This design comes from an exercise in tuning for small area and a short achievable clock period on the open sky130 flow, not from production work. The RTL was checked by simulation tests, not by an equivalence proof against the original design. The clock port is modelled as an ideal driver; clocking choices that lean on that would not hold on a real chip. Power figures rest on the tool's default switching activity, not on a simulated workload.

`flow/flow/run.sh`:
```
#!/bin/bash
# Layout flow: the standard ORFS flow (standard.sh) with these changes:
#  - Synthesis: the standard script (synth_recipe.tcl, which sources ORFS's
#    synth.tcl), whose passes up to and including dfflibmap are unchanged, so
#    the registers are the standard synthesis's. Then:
#      * no full/half-adder extraction (ADDER_MAP_FILE empty);
#      * no quick ABC run inside Yosys's synth (-noabc);
#      * the final ABC mapping runs in two parts: first everything but the
#        logic downstream of the CIN port, then that logic on its own
#        (flow/syn.abc, then flow/late.abc), so that ABC cannot fold CIN,
#        which arrives late, into the start of the adder's carry chain.
#  - Port buffers: sky130_fd_sc_hd__buf_2 instead of the default delay cells.
#  - CTS without dummy loads.
#  - After CTS, flow/skew.tcl delays the clock of the output registers:
#    useful skew for the register-to-register paths into them. The repair
#    after it sees CIN and MODE arriving later than they do, so that no
#    input path relies on that skew.
# Each tool's full output goes to flow_standard.log and orfs/logs (copied to
# flow_orfs_logs).
set -uo pipefail
W=$(pwd)
{
  head -n 1 synth_recipe.tcl
  cat <<EOT
proc synth {args} { yosys synth -nofsm -noshare -noabc {*}\$args }
proc abc {args} {
  set i [lsearch \$args -script]
  set g {\$_AND_,\$_OR_,\$_XOR_,\$_XNOR_,\$_MUX_,\$_NOT_,\$_NAND_,\$_NOR_,\$_ANDNOT_,\$_ORNOT_}
  yosys select -set late w:CIN %co*:+\$g
  lset args [expr {\$i + 1}] $W/flow/syn.abc
  puts "flow/run.sh: abc \$args * @late %d"
  yosys abc {*}\$args * @late %d
  lset args [expr {\$i + 1}] $W/flow/late.abc
  puts "flow/run.sh: abc \$args @late"
  yosys abc {*}\$args @late
}
EOT
  tail -n +2 synth_recipe.tcl
} > my_synth.tcl
bash standard.sh SYNTH_SCRIPT=$W/my_synth.tcl ADDER_MAP_FILE= \
  "BUFFER_PORTS_ARGS=-buffer_cell sky130_fd_sc_hd__buf_2" \
  "CTS_ARGS=-sink_clustering_enable -repair_clock_nets -dont_use_dummy_load" \
  POST_CTS_TCL=$W/flow/skew.tcl finish > flow_standard.log 2>&1
rc=$?
cp -r orfs/logs flow_orfs_logs 2>/dev/null
exit $rc
```
`flow/flow/syn.abc`:
```
strash
dch
map -D 2000
strash
dch
map -D 2000
topo
buffer -c
upsize -c -D 2000
dnsize -c -D 2000
stime -c
```
`flow/standard.sh`:
```
#!/bin/bash
# synth_recipe.tcl (not shown) runs the flow's synth.tcl, then flattens the netlist and writes it again
# the make line also repeats each setting of config.mk as NAME=value (left out here)
make -C /OpenROAD-flow-scripts/flow DESIGN_CONFIG=/design/flow/config.mk WORK_HOME=/design/flow/orfs CLKGATE_MAP_FILE= SYNTH_SCRIPT=/design/flow/synth_recipe.tcl "${@:-finish}"
```
`flow/flow/skew.tcl`:
```
# Useful skew between registers (run by ORFS after CTS, as POST_CTS_TCL):
# the output registers (RES and the flags) get their clock later than the
# registers that feed them. Each group of target registers on one clock-tree
# leaf net gets its own chain of delay cells. (The second group, P and Q,
# has an empty chain: their clock is not changed.)
proc skew_esc {s} { return [string map {[ \\[ ] \\]} $s] }
set skew_rx [list {^(RES\[[0-9]+\]|COUT|OFLOW|G|E|L|ERR)\$_} {^(P|Q)\[[0-9]+\]\$_}]
set skew_chain [list {sky130_fd_sc_hd__clkdlybuf4s25_1 sky130_fd_sc_hd__clkbuf_4} {}]
array unset skew_grp
foreach cell [get_cells *] {
  set name [get_full_name $cell]
  for {set gi 0} {$gi < 2} {incr gi} {
    if {[regexp [lindex $skew_rx $gi] $name]} {
      set pin [get_pins -quiet "[skew_esc $name]/CLK"]
      if {$pin eq ""} { continue }
      set net [get_full_name [get_nets -of_objects $pin]]
      lappend skew_grp([list $net $gi]) $pin
    }
  }
}
set nins 0
foreach key [lsort [array names skew_grp]] {
  lassign $key net gi
  set chain [lindex $skew_chain $gi]
  set curnet $net
  foreach bc $chain {
    set pins $skew_grp($key)
    insert_buffer -buffer_cell $bc -net [get_nets [skew_esc $curnet]] -load_pins $pins
    incr nins
    set curnet [get_full_name [get_nets -of_objects [lindex $pins 0]]]
  }
  puts "skew: group $gi on $net: [llength $skew_grp($key)] registers, now on $curnet"
}
puts "skew: inserted $nins cells"
# The skew must not be what makes the input paths meet timing: from here on
# the repair sees CIN and MODE, whose paths end mostly at the delayed
# registers, arriving later by more than the skew.
set_input_delay 1.6 -clock [get_clocks core_clock] [get_ports {CIN MODE}]
detailed_placement
estimate_parasitics -placement
repair_timing_helper
detailed_placement
check_placement -verbose
```
`flow/constraint.sdc`:
```
create_clock -name core_clock -period 5.0 [get_ports {CLK}]
set_input_delay 1.0000 -clock core_clock [delete_from_list [all_inputs] [get_ports {CLK}]]
set_output_delay 1.0000 -clock core_clock [all_outputs]
set_load 0.01 [all_outputs]
```
`flow/config.mk`:
```
export PLATFORM = sky130hd
export DESIGN_NAME = ALU_DESIGN
export DESIGN_NICKNAME = ALU_DESIGN
export VERILOG_FILES = /design/flow/design.v
export SDC_FILE = /design/flow/constraint.sdc
export NUM_CORES = 4
export LEC_CHECK = 0
export CAP_MARGIN = 20
export CORE_MARGIN = 2
export CORE_UTILIZATION = 40
export SETUP_SLACK_MARGIN = 2.4
export SLEW_MARGIN = 20
```
`flow/design.v`:
```
module ALU_DESIGN #(parameter DW = 8, CW = 4)(INP_VALID,OPA,OPB,CIN,CLK,RST,CMD,CE,MODE,COUT,OFLOW,RES,G,E,L,ERR);
  input [DW-1:0] OPA,OPB;
  input CLK,RST,CE,MODE,CIN;
  input [CW-1:0] CMD;
  input [1:0] INP_VALID;
  output reg [DW+1:0] RES;
  output reg COUT;
  output reg OFLOW;
  output reg G;
  output reg E;
  output reg L;
  output reg ERR;
  reg [7:0] A, B;
  reg [3:0] C;
  reg [4:0] W;
  reg VA, VB;
  reg [7:0] P, Q;
  always @(posedge CLK) begin
    if (INP_VALID[0]) A <= OPA;
    if (INP_VALID[1]) B <= OPB;
    if (|INP_VALID) C <= CMD;
  end
  always @(posedge CLK) begin
    if (RST) begin
      VA <= 1'b0;
      VB <= 1'b0;
    end else begin
      if (INP_VALID[0]) VA <= 1'b1;
      if (INP_VALID[1]) VB <= 1'b1;
    end
  end
  always @(posedge CLK) begin
    if (|INP_VALID)
      W[3:0] <= 4'd0;
    else if ((VA ^ VB) && !W[4])
      W[3:0] <= W[3:0] + 4'd1;
  end
  always @(posedge CLK) begin
    if (RST || (|INP_VALID))
      W[4] <= 1'b0;
    else if ((VA ^ VB) && (&W[3:0]))
      W[4] <= 1'b1;
  end
  wire timeout_err = !RST && W[4] && (INP_VALID == 2'b10 || (INP_VALID == 2'b01 && VB));
  wire c0  = (C == 4'd0);
  wire c1  = (C == 4'd1);
  wire c2  = (C == 4'd2);
  wire c3  = (C == 4'd3);
  wire c4  = (C == 4'd4);
  wire c5  = (C == 4'd5);
  wire c6  = (C == 4'd6);
  wire c7  = (C == 4'd7);
  wire c8  = (C == 4'd8);
  wire c9  = (C == 4'd9);
  wire c10 = (C == 4'd10);
  wire c11 = (C == 4'd11);
  wire c12 = (C == 4'd12);
  wire c13 = (C == 4'd13);
  wire xa    = C[3] ? C[0] : ~(C[2] & C[1]);
  wire x1    = ~C[3] & C[2] & C[1] & ~C[0];
  wire xp    = C[3] & C[1] & ~C[0];
  wire ybsel = ~C[3] & ~(C[2] & ~C[1]);
  wire yinv  = ~C[2] & C[0];
  wire y1    = ~C[3] & C[2] & ~C[1] & C[0];
  wire ci    = c1 | c7 | c10 | (c2 & CIN) | (c3 & ~CIN);
  wire [7:0] xl = ({8{xa}} & A) | ({8{xp}} & P) | {8{x1}};
  wire [7:0] yl = ({8{ybsel}} & (B ^ {8{yinv}})) | {8{y1}} | ({8{xp}} & ~Q);
  wire xh = x1;
  wire yh = (ybsel & yinv) | y1 | xp;
  wire [9:0] xx = {xh, xh, xl};
  wire [9:0] yy = {yh, yh, yl};
  wire [9:0] sxy = xx + yy;
  wire [9:0] pr = xx ^ yy;
  wire [9:0] cxy = sxy ^ pr;
  wire [9:0] pa;
  genvar gp;
  generate for (gp = 0; gp < 10; gp = gp + 1) begin : g_pa
    if (gp == 0) begin : g0
      assign pa[0] = 1'b1;
    end else begin : gn
      assign pa[gp] = &pr[gp-1:0];
    end
  end endgenerate
  wire [9:0] sum = pr ^ (cxy | (pa & {10{ci}}));
  wire a_lt_b = A < B;
  wire a_eq_b = A == B;
  wire [63:0] pp;
  genvar gi, gj;
  generate for (gi = 0; gi < 8; gi = gi + 1) begin : g_pp
    for (gj = 0; gj < 8; gj = gj + 1) begin : g_ppj
      assign pp[gi*8+gj] = P[gi] & Q[gj];
    end
  end endgenerate
  wire t1 = pp[6] ^ pp[13];
  wire t2 = pp[6] & pp[13];
  wire t3 = pp[7] ^ pp[14] ^ pp[21];
  wire t4 = (pp[7] & pp[14]) | (pp[7] & pp[21]) | (pp[14] & pp[21]);
  wire t5 = pp[28] ^ pp[35];
  wire t6 = pp[28] & pp[35];
  wire t7 = pp[15] ^ pp[22] ^ pp[29];
  wire t8 = (pp[15] & pp[22]) | (pp[15] & pp[29]) | (pp[22] & pp[29]);
  wire t9 = pp[36] ^ pp[43];
  wire t10 = pp[36] & pp[43];
  wire t11 = pp[23] ^ pp[30] ^ pp[37];
  wire t13 = pp[4] ^ pp[11];
  wire t14 = pp[4] & pp[11];
  wire t15 = pp[5] ^ pp[12] ^ pp[19];
  wire t16 = (pp[5] & pp[12]) | (pp[5] & pp[19]) | (pp[12] & pp[19]);
  wire t17 = pp[26] ^ pp[33];
  wire t18 = pp[26] & pp[33];
  wire t19 = pp[20] ^ pp[27] ^ pp[34];
  wire t20 = (pp[20] & pp[27]) | (pp[20] & pp[34]) | (pp[27] & pp[34]);
  wire t21 = pp[41] ^ pp[48] ^ t1;
  wire t22 = (pp[41] & pp[48]) | (pp[41] & t1) | (pp[48] & t1);
  wire t23 = pp[42] ^ pp[49] ^ pp[56];
  wire t24 = (pp[42] & pp[49]) | (pp[42] & pp[56]) | (pp[49] & pp[56]);
  wire t25 = t3 ^ t5 ^ t2;
  wire t26 = (t3 & t5) | (t3 & t2) | (t5 & t2);
  wire t27 = pp[50] ^ pp[57] ^ t7;
  wire t28 = (pp[50] & pp[57]) | (pp[50] & t7) | (pp[57] & t7);
  wire t29 = t9 ^ t4 ^ t6;
  wire t30 = (t9 & t4) | (t9 & t6) | (t4 & t6);
  wire t31 = pp[44] ^ pp[51] ^ pp[58];
  wire t33 = t11 ^ t8 ^ t10;
  wire t35 = pp[3] ^ pp[10];
  wire t36 = pp[3] & pp[10];
  wire t37 = pp[18] ^ pp[25] ^ pp[32];
  wire t38 = (pp[18] & pp[25]) | (pp[18] & pp[32]) | (pp[25] & pp[32]);
  wire t39 = pp[40] ^ t15 ^ t17;
  wire t40 = (pp[40] & t15) | (pp[40] & t17) | (t15 & t17);
  wire t41 = t19 ^ t21 ^ t16;
  wire t42 = (t19 & t21) | (t19 & t16) | (t21 & t16);
  wire t43 = t23 ^ t25 ^ t20;
  wire t44 = (t23 & t25) | (t23 & t20) | (t25 & t20);
  wire t45 = t27 ^ t29 ^ t24;
  wire t46 = (t27 & t29) | (t27 & t24) | (t29 & t24);
  wire t47 = t31 ^ t33 ^ t28;
  wire t49 = pp[2] ^ pp[9];
  wire t50 = pp[2] & pp[9];
  wire t51 = pp[17] ^ pp[24] ^ t35;
  wire t52 = (pp[17] & pp[24]) | (pp[17] & t35) | (pp[24] & t35);
  wire t53 = t13 ^ t37 ^ t36;
  wire t54 = (t13 & t37) | (t13 & t36) | (t37 & t36);
  wire t55 = t14 ^ t39 ^ t38;
  wire t56 = (t14 & t39) | (t14 & t38) | (t39 & t38);
  wire t57 = t18 ^ t41 ^ t40;
  wire t58 = (t18 & t41) | (t18 & t40) | (t41 & t40);
  wire t59 = t22 ^ t43 ^ t42;
  wire t60 = (t22 & t43) | (t22 & t42) | (t43 & t42);
  wire t61 = t26 ^ t45 ^ t44;
  wire t62 = (t26 & t45) | (t26 & t44) | (t45 & t44);
  wire t63 = t30 ^ t47 ^ t46;
  wire [9:0] mr1 = {t63, t61, t59, t57, t55, t53, t51, pp[16], pp[1], pp[0]};
  wire [9:0] mr2 = {t62, t60, t58, t56, t54, t52, t50, t49, pp[8], 1'b0};
  wire [9:0] prod = mr1 + mr2;
  wire [7:0] pinc, qinc;
  genvar gq;
  generate for (gq = 0; gq < 8; gq = gq + 1) begin : g_inc
    if (gq == 0) begin : g0
      assign pinc[0] = ~A[0];
      assign qinc[0] = ~B[0];
    end else begin : gn
      assign pinc[gq] = A[gq] ^ (&A[gq-1:0]);
      assign qinc[gq] = B[gq] ^ (&B[gq-1:0]);
    end
  end endgenerate
  wire lt0 = c1 | c3 | c5 | c6 | c7;
  wire lt1 = c1 | c4 | c6;
  wire lt2 = c1 | c4 | c7 | c8;
  wire lt3 = c0 | c5 | c8;
  wire [7:0] lfun = (A & B & {8{lt3}}) | (A & ~B & {8{lt2}}) | (~A & B & {8{lt1}}) | (~A & ~B & {8{lt0}});
  wire [7:0] lres = lfun |
      ({8{c9}}  & {A[6:0], 1'b0}) |
      ({8{c10 | c11}} & {B[6:0], 1'b0}) |
      {7'd0, c2 & (|A) & (|B)};
  wire s0 = B[0];
  wire s1 = B[1] ^ (C[0] & B[0]);
  wire s2 = B[2] ^ (C[0] & (B[1] | B[0]));
  wire [7:0] r1 = s0 ? {A[6:0], A[7]} : A;
  wire [7:0] r2 = s1 ? {r1[5:0], r1[7:6]} : r1;
  wire [7:0] r3 = s2 ? {r2[3:0], r2[7:4]} : r2;
  wire [7:0] lrot = (c12 | c13) ? r3 : 8'd0;
  wire [9:0] ares =
      ({10{~C[3] | c10}} & sum) |
      ({10{c9}} & prod);
  wire [9:0] res_n = MODE ? ares : {2'b00, lres | lrot};
  wire cout_n  = MODE & (c0 | c2) & sum[8];
  wire oflow_n = MODE & (c1 | c3) & a_lt_b;
  wire e_n     = MODE & c8 & a_eq_b;
  wire g_n     = MODE & c8 & ~a_lt_b & ~a_eq_b;
  wire l_n     = MODE & c8 & a_lt_b;
  wire err_n   = ~MODE & c12 & (|B[7:4]);
  wire upd = CE & (RST | (VA & VB));
  always @(posedge CLK) begin
    if (upd) begin
      RES   <= RST ? 10'd0 : res_n;
      COUT  <= !RST & cout_n;
      OFLOW <= !RST & oflow_n;
      G     <= !RST & g_n;
      E     <= !RST & e_n;
      L     <= !RST & l_n;
    end
  end
  always @(posedge CLK) begin
    if (timeout_err)
      ERR <= 1'b1;
    else if (upd)
      ERR <= !RST & err_n;
  end
  wire pq_upd = CE & (RST | (VA & VB & MODE & (c9 | c10)));
  always @(posedge CLK) begin
    if (pq_upd) begin
      P <= RST ? 8'd0 : (c9 ? pinc : {A[6:0], 1'b0});
      Q <= RST ? 8'd0 : (c9 ? qinc : B);
    end
  end
endmodule
```
`flow/flow/late.abc`:
```
strash
dch
map -D 2000
strash
dch
map -D 2000
topo
buffer -c
upsize -c -D 2000
dnsize -c -D 2000
stime -c
```
==> qor.csv, run 1 <==
metric,value,unit
status,finished clean,
Worst-path clk slew,0.08,ns
"reg-to-reg slack, setup",2.31,ns
reg2reg end,RES[7]$_SDFFCE_PP0P_,
antenna cells,0,
gr usage total,24.56,%
clock sink count,59,
Ys Warns,1,
syn avg cell area,6.875,µm²
sequential element share of the synthesized area,30.34,%
TritonCTS clock tree,done,
dpl ws,1.777,ns
final hold vios,0,
clock latency (worst-skew pair),0.72,ns
share of cells above drive strength 1,24.51,%
PD cells,293.2,nW/µm²
Final min period,2.689,ns
Slew @ Worst Pin,0.9548,ns
Setup-failing EPs final,0,
RSZ-0062 raised after global routing,true,
post-synth cell types,60,
WHS Path Cells,2,
Bufs and invs on worst path,5,
Die Wd,122.1,µm
Logic pwr share,41.2,%
"wirelength, routed",18070,µm
vias per cell,5.486,
"flops & latches, synth",59,
Setup crit end kind,flip-flop,
MaxCap Viol Count,0,
area of the multi-input gates,3729,µm²
ANT nets after route,0,
global-route wire length before repair,28170,µm
Crit-path slowest cell,edfxtp_1,
crit path cell chain,inv_4 -> nor2_1 -> inv_1 -> nor2_4 -> buf_4 -> a221oi_4 -> a21oi_2 -> nand2_1 -> nand2_2 -> inv_2 -> a21oi_4 -> nor2_4 -> o31ai_4 -> nor2_2 -> o31ai_4 -> buf_4 -> a21oi_1 -> xnor2_1 -> a211oi_1 -> nor2_1,
die extent in y,122.1,µm
internal power,1.283,mW
max incr delay on CP,0.49,ns
placed cells,1025,
largest net degree at the start of global routing,19,
Worst Reg2Reg Path Length in Cells,20,
Layout area overhead,25.56,%
Die Footprint,14900,µm²
Placeable Area,13770,µm²
Flop pwr share,29.6,%
Hold Crit Class,reg2reg,
P_leak,3.092,nW
Nets,943,
fin util,50.83,%
Critical Path Fanout Max,6,
final hold slack,0.2561,ns
DRC violations left,0,
TNS Setup,0,ns
row count,43,
synthesized net count,838,
Clock Skews,0.3903,ns
Net Sw Power,0.7690,mW
Net Sw Frac,37.47,%
final worst slack,2.311,ns
Synth Cell Area,5575,µm²
initial antenna violation count,0,
R2R Path Start,C[1]$_DFFE_PP_,
fillers,1390,
Post-Syn Instances,811,
hold worst-path end,ERR$_SDFFE_PP1P_,
routed len/inst,16.52,µm
Initial Util,40.48,%
relative slew slack,35.54,%
TritonRoute pass-1 iters,6,
I/O Pins,43,
startpoint types,flip-flop,
Top delay family on crit path,compound AO/OA/AOI/OAI gates,
Fmax,371.9,MHz
RD Place Congestion,0.9535,
Worst Path Required,5.47,ns
vias in the first global route,5466,
non-filler instance count after layout,1094,
Setup Crit Path Kind,reg2reg,
DR vias,6002,
Clock power frac,29.2,%
max-slew violations,0,
HPWL after detailed placement,13510,µm
hold path start,W[4]$_SDFFE_PP0P_,
grt total ovfl,0,
Port-buffer cells,42,
crit share post-route,53.78,%
maximum vdd drop,0.0001764,V
register area,1692,µm²
initial DRC count,598,
Critical Path AT,3.15,ns
[how the worst max path moves through the flow]
stage / from / end / slack [ns] / depth (start not counted)
after detailed placement: C[0]$_DFFE_PP_ / RES[8]$_SDFFCE_PP0P_ / 1.78 / 20
final: C[1]$_DFFE_PP_ / RES[7]$_SDFFCE_PP0P_ / 2.31 / 20
after global placement: C[0]$_DFFE_PP_ / RES[8]$_SDFFCE_PP0P_ / 1.84 / 20
after floorplan: C[0]$_DFFE_PP_ / RES[8]$_SDFFCE_PP0P_ / 2.29 / 21
after global routing: C[1]$_DFFE_PP_ / RES[8]$_SDFFCE_PP0P_ / 2.21 / 21
[flip-flops by register name, indices dropped and copies added (netlist names), 4 cells and up]
name and count:
B 8, C 4, Q 8, W 5, RES 10, A 8, P 8
[metrics by stage]
stage	total power [mW]	instance area (µm²)
finish	2.052	7000
global placement	1.333	6047
detailed placement	1.331	6047
global route	2.172	7000
floorplan	1.158	5643
[synthesized netlist by cell type, drive strengths merged]
cell type,number,share of area [%]
a211oi,10,1.3
a21boi,2,0.27
a21o,1,0.13
a21oi,57,5.6
a221oi,3,0.47
a22oi,5,0.67
a311oi,3,0.47
a31oi,2,0.22
a32oi,1,0.16
a41oi,1,0.16
and2,3,0.34
and3,1,0.11
and3b,1,0.16
buf,2,0.34
clkbuf,9,0.61
clkinv,2,0.13
dfxtp,8,2.9
edfxtp,51,27
inv,111,7.5
maj3,2,0.43
mux2i,8,1.4
nand2,163,12
nand3,39,3.8
nand3b,1,0.20
nand4,9,1.0
nor2,141,10
nor3,26,2.5
nor4,2,0.22
o2111ai,3,0.47
o211ai,6,0.81
o21ai,53,4.9
o21bai,2,0.34
o221ai,14,2.2
o22ai,14,1.6
o311ai,2,0.31
o31ai,2,0.76
o32ai,1,0.16
or2,6,0.72
xnor2,21,3.4
xnor3,1,0.40
xor2,22,3.7
[power groups by stage]
stage / Clock, mW / Combinational (mW) / Sequential, mW
finish: 0.599 / 0.845 / 0.608
global route: 0.639 / 0.920 / 0.612
detailed placement: 0 / 0.705 / 0.626
global placement: 0 / 0.707 / 0.626
floorplan: 0 / 0.549 / 0.608
[cell type report, without the clock buffers]
| cell class | instances | area share [%] |
|---|---|---|
| Multi-Input combinational cell | 628 | 53.26 |
| Timing Repair Buffer | 97 | 8.901 |
| Sequential cell | 59 | 24.16 |
| Inverter | 113 | 6.238 |
| Tap cell | 180 | 3.217 |
[metal layers]
layer	up-vias	GRT usage (%)	share of wire, %
met3	44	5.337	6.4
met1	2727	32.21	44
met2	253	39.84	46
li1	2978	-	-
met4	0	8.908	3.2
met5	-	0	0
[cells by family after synthesis]
logic type                 after synthesis  share of synthesized area, %
and+or+nand+nor                        392                         30.63
adders and majority gates                2                        0.4263
buffers and inverters                  124                         8.595
AOI/OAI and AO/OA                      182                         21.01
xor gates and xnor gates                44                         7.563
DFF                                     59                         30.34
muxes                                    8                         1.436
[worst min-delay path: cells and delay by family, from the launching register on]
kind | cells | cell delay [ns]
flops | 1 | 0.35
compound gates | 2 | 0.23
[layout by cell type, fill, tap and decap left out, types with 11 or more instances in the layout]
cell | synthesis | final
a21oi_1 | 52 | 49
buf_2 | 0 | 42
xor2_1 | 20 | 17
nand3_1 | 36 | 32
inv_1 | 101 | 89
o22ai_1 | 14 | 11
inv_2 | 9 | 17
xnor2_1 | 20 | 17
nor2_2 | 4 | 16
buf_4 | 1 | 55
nor2_1 | 134 | 115
nor3_1 | 24 | 24
nand2_1 | 153 | 149
edfxtp_1 | 51 | 51
o21ai_0 | 49 | 44
==> run 2: changes to the inputs <==
--- a/flow/design.v
+++ b/flow/design.v
@@ -182,12 +182,15 @@
   wire [7:0] lrot = (c12 | c13) ? r3 : 8'd0;
+  reg Z;
+  wire ma = MODE & ~RST;
+  wire ml = ~MODE & ~RST;
   wire [9:0] ares =
-      ({10{~C[3] | c10}} & sum) |
-      ({10{c9}} & prod);
-  wire [9:0] res_n = MODE ? ares : {2'b00, lres | lrot};
-  wire cout_n  = MODE & (c0 | c2) & sum[8];
-  wire oflow_n = MODE & (c1 | c3) & a_lt_b;
-  wire e_n     = MODE & c8 & a_eq_b;
-  wire g_n     = MODE & c8 & ~a_lt_b & ~a_eq_b;
-  wire l_n     = MODE & c8 & a_lt_b;
-  wire err_n   = ~MODE & c12 & (|B[7:4]);
+      ({10{~C[3] | (c10 & ~Z)}} & sum) |
+      ({10{c9 & ~Z}} & prod);
+  wire [9:0] res_n = ({10{ma}} & ares) | {2'b00, {8{ml}} & (lres | lrot)};
+  wire cout_n  = ma & (c0 | c2) & sum[8];
+  wire oflow_n = ma & (c1 | c3) & a_lt_b;
+  wire e_n     = ma & c8 & a_eq_b;
+  wire g_n     = ma & c8 & ~a_lt_b & ~a_eq_b;
+  wire l_n     = ma & c8 & a_lt_b;
+  wire err_n   = ml & c12 & (|B[7:4]);
   wire upd = CE & (RST | (VA & VB));
@@ -195,8 +198,8 @@
     if (upd) begin
-      RES   <= RST ? 10'd0 : res_n;
-      COUT  <= !RST & cout_n;
-      OFLOW <= !RST & oflow_n;
-      G     <= !RST & g_n;
-      E     <= !RST & e_n;
-      L     <= !RST & l_n;
+      RES   <= res_n;
+      COUT  <= cout_n;
+      OFLOW <= oflow_n;
+      G     <= g_n;
+      E     <= e_n;
+      L     <= l_n;
     end
@@ -207,9 +210,15 @@
     else if (upd)
-      ERR <= !RST & err_n;
-  end
-  wire pq_upd = CE & (RST | (VA & VB & MODE & (c9 | c10)));
+      ERR <= err_n;
+  end
+  wire pq_upd = CE & ~RST & VA & VB & MODE & (c9 | c10);
+  always @(posedge CLK) begin
+    if (CE & RST)
+      Z <= 1'b1;
+    else if (pq_upd)
+      Z <= 1'b0;
+  end
   always @(posedge CLK) begin
     if (pq_upd) begin
-      P <= RST ? 8'd0 : (c9 ? pinc : {A[6:0], 1'b0});
-      Q <= RST ? 8'd0 : (c9 ? qinc : B);
+      P <= c9 ? pinc : {A[6:0], 1'b0};
+      Q <= c9 ? qinc : B;
     end
--- a/flow/flow/skew.tcl
+++ b/flow/flow/skew.tcl
@@ -7,3 +7,3 @@
 set skew_rx [list {^(RES\[[0-9]+\]|COUT|OFLOW|G|E|L|ERR)\$_} {^(P|Q)\[[0-9]+\]\$_}]
-set skew_chain [list {sky130_fd_sc_hd__clkdlybuf4s25_1 sky130_fd_sc_hd__clkbuf_4} {}]
+set skew_chain [list {sky130_fd_sc_hd__clkdlybuf4s50_1 sky130_fd_sc_hd__clkbuf_4} {}]
 array unset skew_grp
--- a/flow/config.mk
+++ b/flow/config.mk
@@ -10,3 +10,3 @@
 export CORE_UTILIZATION = 40
-export SETUP_SLACK_MARGIN = 2.4
+export SETUP_SLACK_MARGIN = 2.35
 export SLEW_MARGIN = 20
==> qor.csv, run 2 <==
metric,value,unit,change
crit path launch,RES[4]$_DFFE_PP_,,
relative slew slack,44.12,%,+8.6 points
RSZ-0062 raised after global routing,true,,
Post-Synth Adder-Cell Area,0,%,-0.43 points
max FFs per register,10,,unchanged
synthesized net count,805,,-3.9%
Placeable Area,13240,µm²,-3.9%
most frequent cells after synthesis,"nand2_1 (154), nor2_1 (113), inv_1 (86), edfxtp_1 (51), a21oi_1 (49)",,
reg2reg end,Q[7]$_DFFE_PP_,,
Post-Syn Instances,778,,-4.1%
largest net degree at the start of global routing,17,,-2
Critical Path Sink,RES[4],,
I/O Pins,43,,unchanged
vias per cell,5.585,,+1.8%
status,finished clean,,
top cell type's share of synthesized area,28.18,%,+0.71 points
Hold Crit Class,reg2reg,,
Setup Crit Path Kind,reg2out,,
gr usage total,25.13,%,+0.57 points
Worst Reg2Reg Path Length in Cells,9,,-55%
hold path start,VB$_SDFFE_PP0P_,,
Die Footprint,14540,µm²,-2.4%
Slew @ Worst Pin,0.8326,ns,-0.1221 ns
maximum vdd drop,0.0002017,V,+14%
share of cells above drive strength 1,20.69,%,-3.8 points
Initial Util,41.04,%,+0.56 points
sequential element share of the synthesized area,31.49,%,+1.2 points
R2R Path Start,C[3]$_DFFE_PP_,,
Synth Cell Area,5435,µm²,-2.5%
Die Wd,120.6,µm,-1.2%
Setup crit end kind,output port,,
Most used DFF post-synth,edfxtp_1,,
Clock power frac,36.6,%,+7.4 points
Bufs and invs on worst path,1,,-4
antenna cells,0,,unchanged
Net Sw Power,0.5607,mW,-27%
Net Sw Frac,32.86,%,-4.6 points
TritonRoute pass-1 iters,5,,-1
Ys Warns,1,,unchanged
Fmax,388.6,MHz,+4.5%
Worst-path clk slew,0.05,ns,-0.03 ns
Post-synth ARST share,0,%,unchanged
final hold vios,0,,unchanged
Flop pwr share,35.6,%,+6.0 points
routed len/inst,17.23,µm,+4.3%
Post-synth EDFFs,51,,unchanged
max incr delay on CP,0.43,ns,-0.06 ns
most common cell in the synthesized netlist,nand2_1,,
internal power,1.146,mW,-11%
Critical Path Stages,1,,-95%
Nets,894,,-5.2%
RD Place Congestion,0.9928,,+4.1%
Logic pwr share,27.8,%,-13 points
Final min period,2.574,ns,-0.1156 ns
max-slew violations,0,,unchanged
post-synth cell types,54,,-10%
syn avg cell area,6.986,µm²,+1.6%
die extent in y,120.6,µm,-1.2%
simple-gate share of the synthesized area,29.90,%,-0.73 points
Layout area overhead,21.25,%,
crit path cell chain,buf_2,,
Synth area leaders,"edfxtp_1 (28%), nand2_1 (11%), nor2_1 (7.8%), inv_1 (5.9%), a21oi_1 (4.5%)",,
post-synthesis mux area share,1.473,%,+0.037 points
most frequent cells in the layout,"nand2_1 (150), nor2_1 (102), inv_1 (81), edfxtp_1 (51), a21oi_1 (46)",,
HPWL after detailed placement,13620,µm,+0.78%
Crit-path slowest cell,edfxtp_1,,
DR vias,5814,,-3.1%
TritonCTS clock tree,done,,
initial DRC count,544,,-9.0%
Setup-failing EPs final,0,,unchanged
grt total ovfl,0,,unchanged
"reg-to-reg slack, setup",2.50,ns,+0.19 ns
XOR/XNOR share of the synthesized area,9.093,%,+1.5 points
clock latency (worst-skew pair),0.96,ns,+0.24 ns
global-route wire length before repair,28060,µm,-0.39%
PD cells,258.9,nW/µm²,-12%
P_leak,2.884,nW,-6.7%
Critical Path AT,1.57,ns,-1.58 ns
"area leader, netlist",edfxtp_1,,
row count,42,,-2.3%
MaxCap Viol Count,0,,unchanged
DRC violations left,0,,unchanged
post-synthesis compound-gate area fraction,20.14,%,-0.86 points
Largest Register,RES,,
"commonest non-fill, non-tap cell in the layout",nand2_1,,
main combinational cell family by area after synthesis,simple AND/OR/NAND/NOR gates,,
Port-buffer cells,42,,unchanged
initial antenna violation count,0,,unchanged
"flops & latches, synth",60,,+1.7%
WHS Path Cells,4,,+2
vias in the first global route,5563,,+1.8%
crit share post-route,51.47,%,-2.3 points
Critical Path Fanout Max,1,,-5
startpoint types,flip-flop,,
Final Power,1.706,mW,-17%
clock sink count,60,,+1.7%
"wirelength, routed",17940,µm,-0.74%
Worst Path Required,4.00,ns,-1.47 ns
Top delay family on crit path,flip-flops,,
Clock Skews,0.6403,ns,+0.2500 ns
ANT nets after route,0,,unchanged
TNS Setup,0,ns,unchanged
## run 2: logic make-up after synthesis
| family | count (synthesis) |
|---|---|
| flops | 60 |
| buf+inv | 113 |
| mux | 8 |
| xor+xnor | 53 |
| compound gates | 172 |
| simple gates | 372 |
## run 2: layer usage
layer | vias to the layer above | GRT usage [%] | routed length (µm)
met4 | 0 | 13.15 | 830
met3 | 59 | 5.613 | 1234
met2 | 257 | 41.10 | 8329
li1 | 2830 | - | -
met1 | 2668 | 30.92 | 7541
met5 | - | 0 | 0
## run 2: worst min path at each step
stage / endpoint / slack [ns]
finish: ERR$_SDFFE_PP1P_ / 0.03
global route: ERR$_SDFFE_PP1P_ / 0.09
detailed placement: ERR$_SDFFE_PP1P_ / 0.47
global placement: VA$_SDFFE_PP0P_ / 0.47
floorplan: VA$_SDFFE_PP0P_ / 0.45
## run 2: final cells by class, without the clock buffers
class,instances,area (µm²)
fill,1345,6653
multi-input combinational,605,3457
timing repair buffer,82,516.7
sequential,60,1712
tap,176,220.2
inverter,101,389.1
## run 2: stage by stage
stage | hold slack [ns] | cells | cell area [µm²] | utilization [%] | setup slack (ns)
finish | 0.03256 | 1041 | 6590 | 49.76 | 2.426
global route | 0.08606 | 1041 | 6590 | 49.76 | 2.343
detailed placement | 0.4710 | 986 | 5854 | 44.21 | 1.743
global placement | 0.4733 | 986 | 5854 | 44.21 | 1.780
floorplan | 0.4517 | 778 | 5461 | - | 2.351
## run 2: power groups by stage
| stage | Combinational (mW) | Sequential, mW | Clock, mW |
|---|---|---|---|
| floorplan | 0.306 | 0.605 | 0 |
| global placement | 0.415 | 0.621 | 0 |
| detailed placement | 0.415 | 0.621 | 0 |
| global route | 0.522 | 0.611 | 0.653 |
| finish | 0.474 | 0.608 | 0.624 |
==> run 3: changes to the inputs <==
--- a/flow/config.mk
+++ b/flow/config.mk
@@ -10,3 +10,3 @@
 export CORE_UTILIZATION = 40
-export SETUP_SLACK_MARGIN = 2.35
+export SETUP_SLACK_MARGIN = 2.45
 export SLEW_MARGIN = 20
==> qor.csv, run 3 <==
metric,value,unit,change
Post-synth ARST share,0,%,unchanged
I/O Pins,43,,unchanged
most frequent cells after synthesis,"nand2_1 (154), nor2_1 (113), inv_1 (86), edfxtp_1 (51), a21oi_1 (49)",,
ANT nets after route,0,,unchanged
TritonRoute pass-1 iters,6,,+1
HPWL after detailed placement,13390,µm,-1.7%
max FFs per register,10,,unchanged
die extent in y,120.6,µm,unchanged
"wirelength, routed",17830,µm,-0.61%
non-filler instance count after layout,1052,,+1.1%
TNS Setup,0,ns,unchanged
crit path cell chain,buf_2,,
"area leader, netlist",edfxtp_1,,
Worst Path Required,4.00,ns,about the same
P_leak,2.959,nW,+2.6%
sequential element share of the synthesized area,31.49,%,unchanged
reg2reg end,RES[8]$_DFFE_PP_,,
clock sink count,60,,unchanged
row count,42,,unchanged
WHS Path Cells,4,,unchanged
Post-Syn Instances,778,,unchanged
initial DRC count,485,,-11%
dpl ws,1.778,ns,+0.03433 ns
post-synth cell types,54,,unchanged
hold path start,VB$_SDFFE_PP0P_,,
final instance area,6788,µm²,+3.0%
Worst Reg2Reg Path Length in Cells,18,,+9
status,finished clean,,
Setup Crit Path Kind,reg2out,,
vias in the first global route,5579,,+0.29%
grt total ovfl,0,,unchanged
hold worst-path end,ERR$_SDFFE_PP1P_,,
"commonest non-fill, non-tap cell in the layout",nand2_1,,
Final min period,2.486,ns,-0.08805 ns
final worst slack,2.515,ns,+0.08805 ns
Critical Path Stages,1,,unchanged
Most used DFF post-synth,edfxtp_1,,
Critical Path Fanout Max,1,,unchanged
TritonCTS clock tree,done,,
max incr delay on CP,0.40,ns,-0.03 ns
Bufs and invs on worst path,1,,unchanged
fin util,51.26,%,+1.5 points
Post-synth EDFFs,51,,unchanged
most common cell in the synthesized netlist,nand2_1,,
PD cells,251.4,nW/µm²,-2.9%
clock latency (worst-skew pair),0.93,ns,-0.03 ns
Placement Cell Area,5881,µm²,+0.45%
Fmax,402.3,MHz,+3.5%
"reg-to-reg slack, setup",2.61,ns,+0.11 ns
"flops & latches, synth",60,,unchanged
largest net degree at the start of global routing,17,,unchanged
top cell type's share of synthesized area,28.18,%,unchanged
RSZ-0062 raised after global routing,false,,
crit share post-route,49.71,%,-1.8 points
DR vias,5800,,-0.24%
antenna cells,0,,unchanged
initial antenna violation count,0,,unchanged
syn avg cell area,6.986,µm²,unchanged
gr usage total,25.25,%,+0.12 points
Worst-path clk slew,0.05,ns,about the same
Initial Util,41.04,%,unchanged
Slew @ Worst Pin,0.8809,ns,+0.04832 ns
Layout area overhead,24.88,%,
Ys Warns,1,,unchanged
Critical Path AT,1.49,ns,-0.08 ns
Crit-path slowest cell,edfxtp_1,,
Placeable Area,13240,µm²,unchanged
DRC violations left,0,,unchanged
Setup-failing EPs final,0,,unchanged
Clock Skews,0.6106,ns,-0.02971 ns
maximum vdd drop,0.0002360,V,+17%
most frequent cells in the layout,"nand2_1 (146), nor2_1 (98), inv_1 (81), edfxtp_1 (51)",,
Synth area leaders,"edfxtp_1 (28%), nand2_1 (11%), nor2_1 (7.8%), inv_1 (5.9%), a21oi_1 (4.5%)",,
RD Place Congestion,1.055,,+6.2%
Port-buffer cells,42,,unchanged
startpoint types,flip-flop,,
global-route wire length before repair,28460,µm,+1.4%
Nets,905,,+1.2%
placed cells,986,,unchanged
vias per cell,5.513,,-1.3%
Die Wd,120.6,µm,unchanged
Setup crit end kind,output port,,
Hold Crit Class,reg2reg,,
R2R Path Start,P[3]$_DFFE_PP_,,
synthesized net count,805,,unchanged
Synth Cell Area,5435,µm²,unchanged
relative slew slack,39.75,%,-4.4 points
Die Footprint,14540,µm²,unchanged
Top delay family on crit path,flip-flops,,
final hold vios,0,,unchanged
MaxCap Viol Count,0,,unchanged
share of cells above drive strength 1,23.52,%,+2.8 points
max-slew violations,0,,unchanged
Largest Register,RES,,
routed len/inst,16.94,µm,-1.7%
==> run 3: cell counts after synthesis <==
No cell type changed its count.
==> run 3: layer usage <==
layer	routed length, µm	up-vias	part of all wire (%)	track usage, %
li1	-	2850	-	-
met2	8361	224	47	42.62
met1	7698	2679	43	31.70
met4	699	0	3.9	10.97
met3	1066	47	6.0	4.340
met5	0	-	0	0
==> run 3: kinds of logic (layout without fill, tap and decap cells) <==
kind of cell,after synthesis,in the layout,synth area share [%]
AOI/OAI and AO/OA,172,172,20.14
xor gates and xnor gates,53,53,9.093
buffers and inverters,113,210,7.896
DFF,60,60,31.49
muxes,8,8,1.473
and+or+nand+nor,372,373,29.90
==> run 3: where the power goes <==
part	internal [mW]	switching, mW
registers	0.576	0.0327
clock network	0.400	0.209
logic	0.178	0.311
==> run 3: worst max path at each step <==
stage          slack (ns)               end              from
3_3_place_gp         1.84  RES[8]$_DFFE_PP_    C[0]$_DFFE_PP_
2_1_floorplan        2.37  RES[8]$_DFFE_PP_    C[2]$_DFFE_PP_
5_1_grt              2.46  RES[9]$_DFFE_PP_    C[2]$_DFFE_PP_
3_5_place_dp         1.78  RES[8]$_DFFE_PP_    C[0]$_DFFE_PP_
6_report             2.51            RES[4]  RES[4]$_DFFE_PP_
==> run 3: through the flow <==
step	total power [mW]	hold WS (ns)
floorplan	0.9125	0.4517
global placement	1.033	0.4655
detailed placement	1.034	0.4763
global route	1.796	0.1109
finish	1.707	0.08441
==> run 3: area by class of cell, without the clock buffers <==
class                           instances  area (µm²)
Timing Repair inverter                  1       5.005
Timing Repair Buffer                   91       591.8
Inverter                              101       390.4
Sequential cell                        60        1712
Multi-Input combinational cell        606        3573
Tap cell                              176       220.2
Fill cell                            1324        6455
==> run 4: changes to the inputs <==
--- a/flow/config.mk
+++ b/flow/config.mk
@@ -10,3 +10,3 @@
 export CORE_UTILIZATION = 40
-export SETUP_SLACK_MARGIN = 2.45
+export SETUP_SLACK_MARGIN = 2.5
 export SLEW_MARGIN = 20
==> qor.csv, run 4 <==
metric,value,unit,change
vias per cell,5.569,,+1.0%
row count,42,,unchanged
Synth Cell Area,5435,µm²,unchanged
Worst Path Required,4.00,ns,about the same
Fmax,392.6,MHz,-2.4%
"area leader, netlist",edfxtp_1,,
Die Footprint,14540,µm²,unchanged
Clock Skews,0.6285,ns,+0.01784 ns
Critical Path Sink,RES[4],,
antenna cells,0,,unchanged
Critical Path Fanout Max,1,,unchanged
most common cell in the synthesized netlist,nand2_1,,
startpoint types,flip-flop,,
Worst-path clk slew,0.10,ns,+0.05 ns
Most used DFF post-synth,edfxtp_1,,
RSZ-0062 raised after global routing,true,,
Post-synth EDFFs,51,,unchanged
TNS Setup,0,ns,unchanged
PD cells,252.4,nW/µm²,+0.38%
crit share post-route,50.94,%,+1.2 points
fillers,1310,,-1.1%
HPWL after detailed placement,13390,µm,about the same
Final min period,2.547,ns,+0.06133 ns
"wirelength, routed",18080,µm,+1.4%
largest net degree at the start of global routing,18,,+1
P_leak,2.990,nW,+1.0%
max FFs per register,10,,unchanged
Setup Crit Path Kind,reg2out,,
dpl ws,1.793,ns,+0.01523 ns
gr usage total,25.01,%,-0.24 points
Die Wd,120.6,µm,unchanged
RD Place Congestion,0.9930,,-5.8%
Port-buffer cells,42,,unchanged
Critical Path Stages,1,,unchanged
DR vias,5864,,+1.1%
max-slew violations,0,,unchanged
"reg-to-reg slack, setup",2.55,ns,-0.06 ns
Largest Register,RES,,
final instance area,6905,µm²,+1.7%
"commonest non-fill, non-tap cell in the layout",nand2_1,,
Placeable Area,13240,µm²,unchanged
clock sink count,60,,unchanged
clock latency (worst-skew pair),0.95,ns,+0.02 ns
crit path cell chain,buf_2,,
Setup crit end kind,output port,,
top cell type's share of synthesized area,28.18,%,unchanged
Placement Cell Area,5877,µm²,about the same
Setup-failing EPs final,0,,unchanged
Post-synth ARST share,0,%,unchanged
share of cells above drive strength 1,25.43,%,+1.9 points
ANT nets after route,0,,unchanged
DRC violations left,0,,unchanged
Bufs and invs on worst path,1,,unchanged
Worst Reg2Reg Path Length in Cells,9,,-9
TritonCTS clock tree,done,,
Critical Path AT,1.55,ns,+0.06 ns
reg2reg end,Q[7]$_DFFE_PP_,,
sequential element share of the synthesized area,31.49,%,unchanged
global-route wire length before repair,27850,µm,-2.1%
post-synth cell types,54,,unchanged
synthesized net count,805,,unchanged
area of the multi-input gates,3641,µm²,+1.9%
I/O Pins,43,,unchanged
"flops & latches, synth",60,,unchanged
non-filler instance count after layout,1053,,+0.095%
syn avg cell area,6.986,µm²,unchanged
Top delay family on crit path,flip-flops,,
Synth area leaders,"edfxtp_1 (28%), nand2_1 (11%), nor2_1 (7.8%), inv_1 (5.9%), a21oi_1 (4.5%)",,
relative slew slack,53.33,%,+14 points
MaxCap Viol Count,0,,unchanged
TritonRoute pass-1 iters,5,,-1
max incr delay on CP,0.43,ns,+0.03 ns
routed len/inst,17.17,µm,+1.3%
Ys Warns,1,,unchanged
Post-Syn Instances,778,,unchanged
die extent in y,120.6,µm,unchanged
register area,1712,µm²,unchanged
most frequent cells after synthesis,"nand2_1 (154), nor2_1 (113), inv_1 (86), edfxtp_1 (51), a21oi_1 (49)",,
Final Power,1.743,mW,+2.1%
final worst slack,2.453,ns,-0.06133 ns
Nets,906,,+0.11%
R2R Path Start,C[3]$_DFFE_PP_,,
Crit-path slowest cell,edfxtp_1,,
crit path launch,RES[4]$_DFFE_PP_,,
status,finished clean,,
maximum vdd drop,0.0001946,V,-18%
placed cells,985,,-0.10%
final hold slack,0.08251,ns,-0.001898 ns
most frequent cells in the layout,"nand2_1 (142), nor2_1 (91), inv_1 (77), edfxtp_1 (51), a21oi_1 (44)",,
fin util,52.14,%,+0.89 points
initial DRC count,431,,-11%
grt total ovfl,0,,unchanged
Hold Crit Class,reg2reg,,
Layout area overhead,27.05,%,
Initial Util,41.04,%,unchanged
Slew @ Worst Pin,0.6993,ns,-0.1816 ns
initial antenna violation count,0,,unchanged
vias in the first global route,5517,,-1.1%
final hold vios,0,,unchanged
[run 4: cell types whose count changed in the layout (fill, tap and decap cells not counted), sizes merged]
| cell | delta |
|---|---|
| buf | +2 |
| nor2 | -1 |
[run 4: metal layers]
metal / up-vias / wire length, µm / GRT usage (%)
met3: 59 / 1118 / 4.575
met5: - / 0 / 0
met4: 0 / 892 / 14.53
li1: 2849 / - / -
met2: 247 / 8336 / 39.90
met1: 2709 / 7728 / 31.68
[run 4: kinds of logic after synthesis]
| family | after synthesis | share of synthesized area, % |
|---|---|---|
| AND/OR/NAND/NOR | 372 | 29.90 |
| XOR/XNOR | 53 | 9.093 |
| buffers and inverters | 113 | 7.896 |
| AO/OA/AOI/OAI | 172 | 20.14 |
| flip-flops | 60 | 31.49 |
| multiplexers | 8 | 1.473 |
[run 4: how the worst min path moves through the flow]
stage / end / from / slack [ns] / depth (start not counted)
finish: ERR$_SDFFE_PP1P_ / VB$_SDFFE_PP0P_ / 0.08 / 4
global route: ERR$_SDFFE_PP1P_ / VB$_SDFFE_PP0P_ / 0.15 / 4
global placement: ERR$_SDFFE_PP1P_ / ERR$_SDFFE_PP1P_ / 0.46 / 2
floorplan: VA$_SDFFE_PP0P_ / VA$_SDFFE_PP0P_ / 0.45 / 2
detailed placement: VA$_SDFFE_PP0P_ / VA$_SDFFE_PP0P_ / 0.48 / 2
[run 4: cell type report, without the clock buffers]
cell class	instances	area share, %
Inverter	101	5.689
Multi-Input combinational cell	605	52.73
Sequential cell	60	24.79
Tap cell	176	3.189
Timing Repair Buffer	93	9.259
Timing Repair inverter	1	0.07248
[run 4: worst reg2reg max path: stages, from the launching register on]
cell      delay [ns]
edfxtp_1        0.51
inv_1           0.11
nor2_1          0.33
nand2_4         0.22
clkinv_2        0.21
nand2_1         0.15
nor4_4          0.32
nand2_1         0.09
nor2_1          0.17
xor2_1          0.08
[run 4: where the power goes]
part | internal (mW) | switching (mW)
Combinational | 0.193 | 0.325
Sequential | 0.576 | 0.0333
Clock | 0.400 | 0.215
==> run 5: changes to the inputs <==
--- a/flow/config.mk
+++ b/flow/config.mk
@@ -10,3 +10,3 @@
 export CORE_UTILIZATION = 40
-export SETUP_SLACK_MARGIN = 2.5
+export SETUP_SLACK_MARGIN = 2.4
 export SLEW_MARGIN = 20
==> qor.csv, run 5 <==
metric,value,unit,change
HPWL after detailed placement,13540,µm,+1.2%
Critical Path AT,1.55,ns,about the same
syn avg cell area,6.986,µm²,unchanged
Detail Route met3 WL,1268,µm,+13%
largest net degree at the start of global routing,17,,-1
"flops & latches, synth",60,,unchanged
most frequent cells in the layout,"nand2_1 (149), nor2_1 (105), inv_1 (82), edfxtp_1 (51), a21oi_1 (48)",,
clock latency (worst-skew pair),0.95,ns,about the same
synthesized net count,805,,unchanged
Top delay family on crit path,flip-flops,,
Clock Skews,0.6298,ns,+0.001358 ns
fillers,1332,,+1.7%
Synth area leaders,"edfxtp_1 (28%), nand2_1 (11%), nor2_1 (7.8%), inv_1 (5.9%), a21oi_1 (4.5%)",,
top routing layer in use,met4,,
Final min period,2.554,ns,+0.007500 ns
R2R Path Start,C[3]$_DFFE_PP_,,
Synth Cell Area,5435,µm²,unchanged
non-filler instance count after layout,1037,,-1.5%
RSZ-0062 raised after global routing,true,,
Fmax,391.5,MHz,-0.29%
Ys Warns,1,,unchanged
MaxCap Viol Count,0,,unchanged
TritonCTS clock tree,done,,
most frequent cells after synthesis,"nand2_1 (154), nor2_1 (113), inv_1 (86), edfxtp_1 (51), a21oi_1 (49)",,
crit path cell chain,buf_2,,
"reg-to-reg slack, setup",2.60,ns,+0.05 ns
Largest Register,RES,,
Setup Crit Path Kind,reg2out,,
Post-synth EDFFs,51,,unchanged
routed len/inst,17.07,µm,-0.56%
maximum vdd drop,0.0002312,V,+19%
final hold vios,0,,unchanged
Worst Path Required,4.00,ns,about the same
Port-buffer cells,42,,unchanged
gr usage total,25.01,%,about the same
Placeable Area,13240,µm²,unchanged
vias per cell,5.626,,+1.0%
WHS Path Cells,4,,unchanged
Critical Path Fanout Max,1,,unchanged
Layout area overhead,21.02,%,
grt total ovfl,0,,unchanged
initial DRC count,567,,+32%
Post-synth ARST share,0,%,unchanged
Final Power,1.683,mW,-3.4%
Nets,890,,-1.8%
Setup crit end kind,output port,,
"wirelength, routed",17700,µm,-2.1%
Worst Reg2Reg Path Length in Cells,9,,unchanged
Hold Crit Class,reg2reg,,
max-slew violations,0,,unchanged
Most used DFF post-synth,edfxtp_1,,
crit share post-route,51.09,%,+0.15 points
PD cells,255.9,nW/µm²,+1.4%
I/O Pins,43,,unchanged
global-route wire length before repair,28300,µm,+1.6%
reg2reg end,Q[7]$_DFFE_PP_,,
Worst-path clk slew,0.05,ns,-0.05 ns
TritonRoute pass-1 iters,8,,+3
sequential element share of the synthesized area,31.49,%,unchanged
row count,42,,unchanged
die extent in y,120.6,µm,unchanged
vias in the first global route,5496,,-0.38%
Setup-failing EPs final,0,,unchanged
status,finished clean,,
share of cells above drive strength 1,19.98,%,-5.5 points
DRC violations left,0,,unchanged
hold path start,VB$_SDFFE_PP0P_,,
max FFs per register,10,,unchanged
RD Place Congestion,1.027,,+3.4%
"commonest non-fill, non-tap cell in the layout",nand2_1,,
top cell type's share of synthesized area,28.18,%,unchanged
Post-Syn Instances,778,,unchanged
max incr delay on CP,0.44,ns,about the same
Crit-path slowest cell,edfxtp_1,,
P_leak,2.884,nW,-3.6%
placed cells,986,,+0.10%
Die Footprint,14540,µm²,unchanged
initial antenna violation count,0,,unchanged
TNS Setup,0,ns,unchanged
ANT nets after route,0,,unchanged
DR vias,5834,,-0.51%
hold worst-path end,ERR$_SDFFE_PP1P_,,
post-synth cell types,54,,unchanged
clock sink count,60,,unchanged
antenna cells,0,,unchanged
Met2 Wirelength,8272,µm,-0.77%
Slew @ Worst Pin,0.7132,ns,+0.01390 ns
M1 wire length,7503,µm,-2.9%
most common cell in the synthesized netlist,nand2_1,,
"area leader, netlist",edfxtp_1,,
Die Wd,120.6,µm,unchanged
Bufs and invs on worst path,1,,unchanged
crit path launch,RES[4]$_DFFE_PP_,,
Initial Util,41.04,%,unchanged
relative slew slack,52.40,%,-0.93 points
startpoint types,flip-flop,,
-- run 5: cell counts after synthesis --
Identical to the previous run, type by type.
-- run 5: stage by stage --
stage	hold slack, ns	instance area (µm²)	utilization, %	worst slack [ns]
floorplan	0.4517	5485	-	2.369
global placement	0.4667	5878	44.39	1.799
detailed placement	0.4629	5878	44.39	1.795
global route	0.1263	6578	49.67	2.373
finish	0.1155	6578	49.67	2.446
-- run 5: report_power, final --
part / switching (mW) / internal, mW / total [mW]
registers: 0.0320 / 0.576 / 0.608
clock network: 0.209 / 0.400 / 0.609
logic: 0.301 / 0.165 / 0.466
-- run 5: how the worst max path moves through the flow --
stage	end	depth (start not counted)
global route	Q[7]$_DFFE_PP_	9
floorplan	RES[8]$_DFFE_PP_	19
global placement	RES[8]$_DFFE_PP_	20
detailed placement	RES[8]$_DFFE_PP_	20
finish	RES[4]	1
-- run 5: kinds of logic after synthesis --
family                 Yosys count  synth area share, %
XOR/XNOR                        53                9.093
AO/OA/AOI/OAI                  172                20.14
buffers and inverters          113                7.896
multiplexers                     8                1.473
AND/OR/NAND/NOR                372                29.90
flip-flops                      60                31.49
-- run 5: final cells by class, without the clock buffers --
class                   instances  area (µm²)  share of cell area [%]
repair buffers                 78       495.5                   7.533
multi-input cells             605        3465                   52.67
inverters                     101       390.4                   5.935
flip-flops and latches         60        1712                   26.02
well taps                     176       220.2                   3.348
-- run 5: metal layers --
metal	track usage [%]	vias up
met5	0	-
met4	9.956	0
met3	4.858	56
met2	41.49	248
met1	32.01	2703
li1	-	2827
==> run 6: changes to the inputs <==
--- a/flow/flow/skew.tcl
+++ b/flow/flow/skew.tcl
@@ -7,3 +7,3 @@
 set skew_rx [list {^(RES\[[0-9]+\]|COUT|OFLOW|G|E|L|ERR)\$_} {^(P|Q)\[[0-9]+\]\$_}]
-set skew_chain [list {sky130_fd_sc_hd__clkdlybuf4s50_1 sky130_fd_sc_hd__clkbuf_4} {}]
+set skew_chain [list {sky130_fd_sc_hd__clkdlybuf4s25_1 sky130_fd_sc_hd__clkbuf_4} {}]
 array unset skew_grp
==> qor.csv, run 6 <==
metric,value,unit,change
max FFs per register,10,,unchanged
Final Power,1.691,mW,+0.48%
P_leak,2.959,nW,+2.6%
Post-synth ARST share,0,%,unchanged
"reg-to-reg slack, setup",2.41,ns,-0.19 ns
crit path cell chain,inv_2 -> o21ai_2 -> nand2_2 -> xor2_1 -> nand2_1 -> nand2_1 -> o21ai_2 -> a22o_1 -> nand2_2 -> xor2_2 -> a21o_1 -> nand3_2 -> nand2_4 -> o211ai_2 -> nand3_1 -> nand3_2 -> a21oi_2 -> inv_1 -> a21oi_1,,
final instance area,6787,µm²,+3.2%
sequential element share of the synthesized area,31.49,%,unchanged
crit share post-route,51.82,%,+0.74 points
clock latency (worst-skew pair),0.72,ns,-0.23 ns
Nets,900,,+1.1%
Post-Syn Instances,778,,unchanged
TNS Setup,0,ns,unchanged
final hold slack,0.2030,ns,+0.08752 ns
Clock Skews,0.4049,ns,-0.2250 ns
"commonest non-fill, non-tap cell in the layout",nand2_1,,
PD cells,249.2,nW/µm²,-2.6%
vias per cell,5.591,,-0.62%
Die Wd,120.6,µm,unchanged
row count,42,,unchanged
fillers,1315,,-1.3%
grt total ovfl,0,,unchanged
initial antenna violation count,0,,unchanged
max-slew violations,0,,unchanged
area of the multi-input gates,3591,µm²,+3.6%
clock sink count,60,,unchanged
Critical Path AT,3.15,ns,+1.60 ns
startpoint types,flip-flop,,
vias in the first global route,5492,,-0.073%
synthesized net count,805,,unchanged
Worst Path Required,5.56,ns,+1.56 ns
Port-buffer cells,42,,unchanged
routed len/inst,17.18,µm,+0.65%
hold worst-path end,ERR$_SDFFE_PP1P_,,
Setup crit end kind,flip-flop,,
die extent in y,120.6,µm,unchanged
Ys Warns,1,,unchanged
Hold Crit Class,reg2reg,,
post-synth cell types,54,,unchanged
top cell type's share of synthesized area,28.18,%,unchanged
Initial Util,41.04,%,unchanged
final worst slack,2.409,ns,-0.03676 ns
ANT nets after route,0,,unchanged
Die Footprint,14540,µm²,unchanged
Worst Reg2Reg Path Length in Cells,19,,+10
I/O Pins,43,,unchanged
Worst-path clk slew,0.08,ns,+0.03 ns
Setup Crit Path Kind,reg2reg,,
Synth Cell Area,5435,µm²,unchanged
Placeable Area,13240,µm²,unchanged
RSZ-0062 raised after global routing,true,,
Critical Path Fanout Max,4,,+3
syn avg cell area,6.986,µm²,unchanged
DR vias,5854,,+0.34%
MaxCap Viol Count,0,,unchanged
maximum vdd drop,0.0002315,V,+0.13%
"flops & latches, synth",60,,unchanged
Final min period,2.591,ns,+0.03676 ns
global-route wire length before repair,28280,µm,about the same
"area leader, netlist",edfxtp_1,,
register area,1712,µm²,unchanged
TritonCTS clock tree,done,,
Post-synth EDFFs,51,,unchanged
Slew @ Worst Pin,0.7192,ns,+0.006034 ns
Placement Cell Area,5878,µm²,unchanged
HPWL after detailed placement,13540,µm,unchanged
"wirelength, routed",17990,µm,+1.6%
initial DRC count,553,,-2.5%
reg2reg end,RES[9]$_DFFE_PP_,,
Fmax,385.9,MHz,-1.4%
relative slew slack,52.00,%,-0.40 points
Most used DFF post-synth,edfxtp_1,,
DRC violations left,0,,unchanged
dpl ws,1.795,ns,unchanged
most frequent cells in the layout,"nand2_1 (146), nor2_1 (95), inv_1 (80), edfxtp_1 (51), a21oi_1 (45)",,
TritonRoute pass-1 iters,7,,-1
most frequent cells after synthesis,"nand2_1 (154), nor2_1 (113), inv_1 (86), edfxtp_1 (51), a21oi_1 (49)",,
Layout area overhead,24.86,%,
Setup-failing EPs final,0,,unchanged
Crit-path slowest cell,edfxtp_1,,
largest net degree at the start of global routing,17,,unchanged
final hold vios,0,,unchanged
RD Place Congestion,1.027,,unchanged
status,finished clean,,
antenna cells,0,,unchanged
max incr delay on CP,0.46,ns,+0.02 ns
R2R Path Start,Q[3]$_DFFE_PP_,,
Largest Register,RES,,
most common cell in the synthesized netlist,nand2_1,,
share of cells above drive strength 1,24.34,%,+4.4 points
gr usage total,24.97,%,-0.040 points
WHS Path Cells,2,,-2
hold path start,W[4]$_SDFFE_PP0P_,,
Synth area leaders,"edfxtp_1 (28%), nand2_1 (11%), nor2_1 (7.8%), inv_1 (5.9%), a21oi_1 (4.5%)",,
-- run 6: cell count changes in the layout (fill, tap and decap cells not counted), moves of 3 or more --
cell / change
clkdlybuf4s25_1: +4
a21oi_2: +3
a21oi_1: -3
nor2_2: +8
nor2_1: -10
nand2_1: -3
clkdlybuf4s50_1: -4
buf_4: +9
-- run 6: where the power goes --
group          switching (mW)  internal [mW]  total [mW]
Combinational           0.313          0.173       0.485
Sequential             0.0318          0.576       0.608
Clock                   0.208          0.390       0.598
Total                   0.553           1.14        1.69
-- run 6: worst max path at each step --
| stage | from | end | cells past startpoint |
|---|---|---|---|
| global placement | C[0]$_DFFE_PP_ | RES[8]$_DFFE_PP_ | 20 |
| detailed placement | C[0]$_DFFE_PP_ | RES[8]$_DFFE_PP_ | 20 |
| finish | Q[3]$_DFFE_PP_ | RES[9]$_DFFE_PP_ | 19 |
| global route | P[3]$_DFFE_PP_ | RES[9]$_DFFE_PP_ | 18 |
| floorplan | C[2]$_DFFE_PP_ | RES[8]$_DFFE_PP_ | 19 |
-- run 6: layer usage --
metal | wire, µm | share of wire (%) | global-route usage [%]
met1 | 7675 | 43 | 31.93
met2 | 8387 | 47 | 41.45
met3 | 1214 | 6.7 | 4.858
met4 | 710 | 3.9 | 9.956
met5 | 0 | 0 | 0
-- run 6: final cells by class, without the clock buffers --
| cell class | count | share of cell area, % |
|---|---|---|
| timing repair buffer | 88 | 8.481 |
| inverter | 101 | 5.789 |
| multi-input combinational | 605 | 52.91 |
| sequential | 60 | 25.22 |
| tap | 176 | 3.245 |
-- run 6: per-stage QoR --
stage / utilization [%] / instances
finish: 51.25 / 1047
global route: 51.25 / 1047
detailed placement: 44.39 / 986
global placement: 44.39 / 986
floorplan: - / 778
-- run 6: worst max-delay path: cells and delay by family (launching register included) --
kind | cells | cell delay [ns]
compound gates | 7 | 1.03
simple gates | 8 | 0.81
flops | 1 | 0.46
buf+inv | 2 | 0.16
xor+xnor | 2 | 0.35
-- run 6: logic make-up (layout without fill, tap and decap cells) --
family | Yosys count | count (layout) | synth area share (%)
flops | 60 | 60 | 31.49
xor+xnor | 53 | 53 | 9.093
mux | 8 | 8 | 1.473
compound gates | 172 | 172 | 20.14
simple gates | 372 | 372 | 29.90
buf+inv | 113 | 206 | 7.896
==> run 7: changes to the inputs <==
--- a/flow/flow/skew.tcl
+++ b/flow/flow/skew.tcl
@@ -7,3 +7,3 @@
 set skew_rx [list {^(RES\[[0-9]+\]|COUT|OFLOW|G|E|L|ERR)\$_} {^(P|Q)\[[0-9]+\]\$_}]
-set skew_chain [list {sky130_fd_sc_hd__clkdlybuf4s25_1 sky130_fd_sc_hd__clkbuf_4} {}]
+set skew_chain [list {sky130_fd_sc_hd__clkdlybuf4s50_1 sky130_fd_sc_hd__clkbuf_8} {}]
 array unset skew_grp
==> qor.csv, run 7 <==
metric,value,unit,change
relative slew slack,53.70,%,+1.7 points
Critical Path Fanout Max,1,,-3
Logic pwr share,27.0,%,-1.7 points
Top delay family on crit path,flip-flops,,
Placeable Area,13240,µm²,unchanged
TNS Setup,0,ns,unchanged
Nets,890,,-1.1%
DR vias,5813,,-0.70%
Clock Skews,0.6324,ns,+0.2276 ns
Critical Path AT,1.56,ns,-1.59 ns
reg2reg end,Q[7]$_DFFE_PP_,,
Setup Crit Path Kind,reg2out,,
Post-synth ARST share,0,%,unchanged
syn avg cell area,6.986,µm²,unchanged
routed len/inst,17.00,µm,-1.1%
synthesized net count,805,,unchanged
Layout area overhead,21.52,%,
hold worst-path end,ERR$_SDFFE_PP1P_,,
max incr delay on CP,0.44,ns,-0.02 ns
Bufs and invs on worst path,1,,-1
row count,42,,unchanged
startpoint types,flip-flop,,
Initial Util,41.04,%,unchanged
Setup-failing EPs final,0,,unchanged
RSZ-0062 raised after global routing,true,,
sequential element share of the synthesized area,31.49,%,unchanged
most frequent cells in the layout,"nand2_1 (149), nor2_1 (104), inv_1 (82), edfxtp_1 (51), a21oi_1 (48)",,
Die Wd,120.6,µm,unchanged
WHS Path Cells,4,,+2
DRC violations left,0,,unchanged
crit share post-route,51.21,%,-0.61 points
internal power,1.175,mW,+3.2%
PD cells,260.7,nW/µm²,+4.6%
Most used DFF post-synth,edfxtp_1,,
Worst Path Required,4.00,ns,-1.56 ns
clock latency (worst-skew pair),0.95,ns,+0.23 ns
Final min period,2.561,ns,-0.03058 ns
"reg-to-reg slack, setup",2.60,ns,+0.19 ns
Port-buffer cells,42,,unchanged
initial antenna violation count,0,,unchanged
fillers,1327,,+0.91%
"commonest non-fill, non-tap cell in the layout",nand2_1,,
HPWL after detailed placement,13540,µm,unchanged
Net Sw Power,0.5464,mW,-1.2%
post-synth cell types,54,,unchanged
RD Place Congestion,1.027,,unchanged
R2R Path Start,C[3]$_DFFE_PP_,,
Flop pwr share,35.4,%,-0.6 points
Worst Reg2Reg Path Length in Cells,9,,-10
largest net degree at the start of global routing,17,,unchanged
Die Footprint,14540,µm²,unchanged
Fmax,390.5,MHz,+1.2%
hold path start,VB$_SDFFE_PP0P_,,
top cell type's share of synthesized area,28.18,%,unchanged
Clock power frac,37.6,%,+2.2 points
Setup crit end kind,output port,,
most common cell in the synthesized netlist,nand2_1,,
"area leader, netlist",edfxtp_1,,
Crit-path slowest cell,edfxtp_1,,
final hold slack,0.1026,ns,-0.1004 ns
Synth area leaders,"edfxtp_1 (28%), nand2_1 (11%), nor2_1 (7.8%), inv_1 (5.9%), a21oi_1 (4.5%)",,
gr usage total,24.97,%,unchanged
vias in the first global route,5483,,-0.16%
max FFs per register,10,,unchanged
final instance area,6605,µm²,-2.7%
Largest Register,RES,,
P_leak,2.894,nW,-2.2%
Slew @ Worst Pin,0.6769,ns,-0.04231 ns
Placement Cell Area,5878,µm²,unchanged
TritonCTS clock tree,done,,
I/O Pins,43,,unchanged
max-slew violations,0,,unchanged
grt total ovfl,0,,unchanged
status,finished clean,,
antenna cells,0,,unchanged
Post-Syn Instances,778,,unchanged
most frequent cells after synthesis,"nand2_1 (154), nor2_1 (113), inv_1 (86), edfxtp_1 (51), a21oi_1 (49)",,
Ys Warns,1,,unchanged
Worst-path clk slew,0.05,ns,-0.03 ns
Synth Cell Area,5435,µm²,unchanged
"flops & latches, synth",60,,unchanged
crit path cell chain,buf_2,,
vias per cell,5.606,,+0.26%
maximum vdd drop,0.0002311,V,-0.18%
Post-synth EDFFs,51,,unchanged
global-route wire length before repair,28250,µm,about the same
share of cells above drive strength 1,20.09,%,-4.2 points
TritonRoute pass-1 iters,6,,-1
MaxCap Viol Count,0,,unchanged
"wirelength, routed",17620,µm,-2.0%
final hold vios,0,,unchanged
Hold Crit Class,reg2reg,,
initial DRC count,485,,-12%
ANT nets after route,0,,unchanged
die extent in y,120.6,µm,unchanged
clock sink count,60,,unchanged
Net Sw Frac,31.74,%,-0.96 points
[run 7: cell counts after synthesis]
No cell type changed its count.
[run 7: kinds of logic (layout without fill, tap and decap cells)]
kind of cell	count (synthesis)	count (layout)	share of synthesized area (%)
and+or+nand+nor	372	372	29.90
AOI/OAI and AO/OA	172	172	20.14
buffers and inverters	113	196	7.896
DFF	60	60	31.49
xor gates and xnor gates	53	53	9.093
muxes	8	8	1.473
[run 7: area by class of cell, without the clock buffers]
| class | count | area, µm² | share of cell area, % |
|---|---|---|---|
| repair buffers | 78 | 495.5 | 7.501 |
| well taps | 176 | 220.2 | 3.334 |
| inverters | 101 | 390.4 | 5.910 |
| flip-flops and latches | 60 | 1712 | 25.91 |
| multi-input cells | 605 | 3467 | 52.49 |
[run 7: stage by stage]
step	util, %	std cells	setup WS [ns]	total power [mW]
after floorplan	-	778	2.369	0.9125
after global placement	44.39	986	1.799	1.038
after detailed placement	44.39	986	1.795	1.036
after global routing	49.88	1037	2.374	1.806
final	49.88	1037	2.439	1.722
[run 7: power by group through the flow]
| stage | Combinational (mW) | Sequential [mW] | Clock, mW |
|---|---|---|---|
| after floorplan | 0.307 | 0.605 | 0 |
| after global placement | 0.416 | 0.622 | 0 |
| after detailed placement | 0.415 | 0.621 | 0 |
| after global routing | 0.508 | 0.611 | 0.687 |
| final | 0.466 | 0.609 | 0.647 |
[run 7: worst max-delay path by stage]
stage                      from               end  slack, ns  cells after the start
2_1_floorplan    C[2]$_DFFE_PP_  RES[8]$_DFFE_PP_       2.37                     19
3_3_place_gp     C[0]$_DFFE_PP_  RES[8]$_DFFE_PP_       1.80                     20
3_5_place_dp     C[0]$_DFFE_PP_  RES[8]$_DFFE_PP_       1.80                     20
5_1_grt          C[3]$_DFFE_PP_    Q[7]$_DFFE_PP_       2.37                      9
6_report       RES[4]$_DFFE_PP_            RES[4]       2.44                      1
[run 7: per-layer routing]
layer	share of wire (%)	wire, µm	track usage [%]	up-vias
li1	-	-	-	2818
met5	0	0	0	-
met2	47	8271	41.35	268
met1	42	7487	32.01	2672
met3	6.8	1201	4.858	55
met4	3.8	664	9.956	0

-- separate check: timing with driven ports --
The results above use ideal ports. As a check the final layouts listed here were re-extracted and re-timed, cells and wires unchanged. Step 1 sets driving cells, clkbuf_16 on the clock port and buf_2 on the other inputs (assumed; they add their load-dependent delay and slew). Step 2, shift: input delay + t, output delay - t, t = (earliest + latest rising clock arrival at the registers) / 2. This alone moves slack from input paths to output paths. Three values: no drivers, after step 1, after step 2; two values: the first two.
run | t, ns | setup slack, ns | latest minus earliest clock arrival (ns)
run 1 | 0.562 | 2.311 / 2.311 / 2.151 | 0.390 / 0.391
run 2 | 0.685 | 2.426 / 2.385 / 2.362 | 0.640 / 0.640
run 3 | 0.661 | 2.515 / 2.475 / 2.471 | 0.611 / 0.611
run 4 | 0.677 | 2.453 / 2.412 / 2.551 | 0.629 / 0.628
run 5 | 0.672 | 2.446 / 2.408 / 2.453 | 0.629 / 0.630
run 6 | 0.559 | 2.409 / 2.409 / 2.409 | 0.405 / 0.405
run 7 | 0.672 | 2.439 / 2.401 / 2.431 | 0.632 / 0.633
In every run listed the clock reaches the registers at very different times; t lies between them, and the last value is a rough guide only.
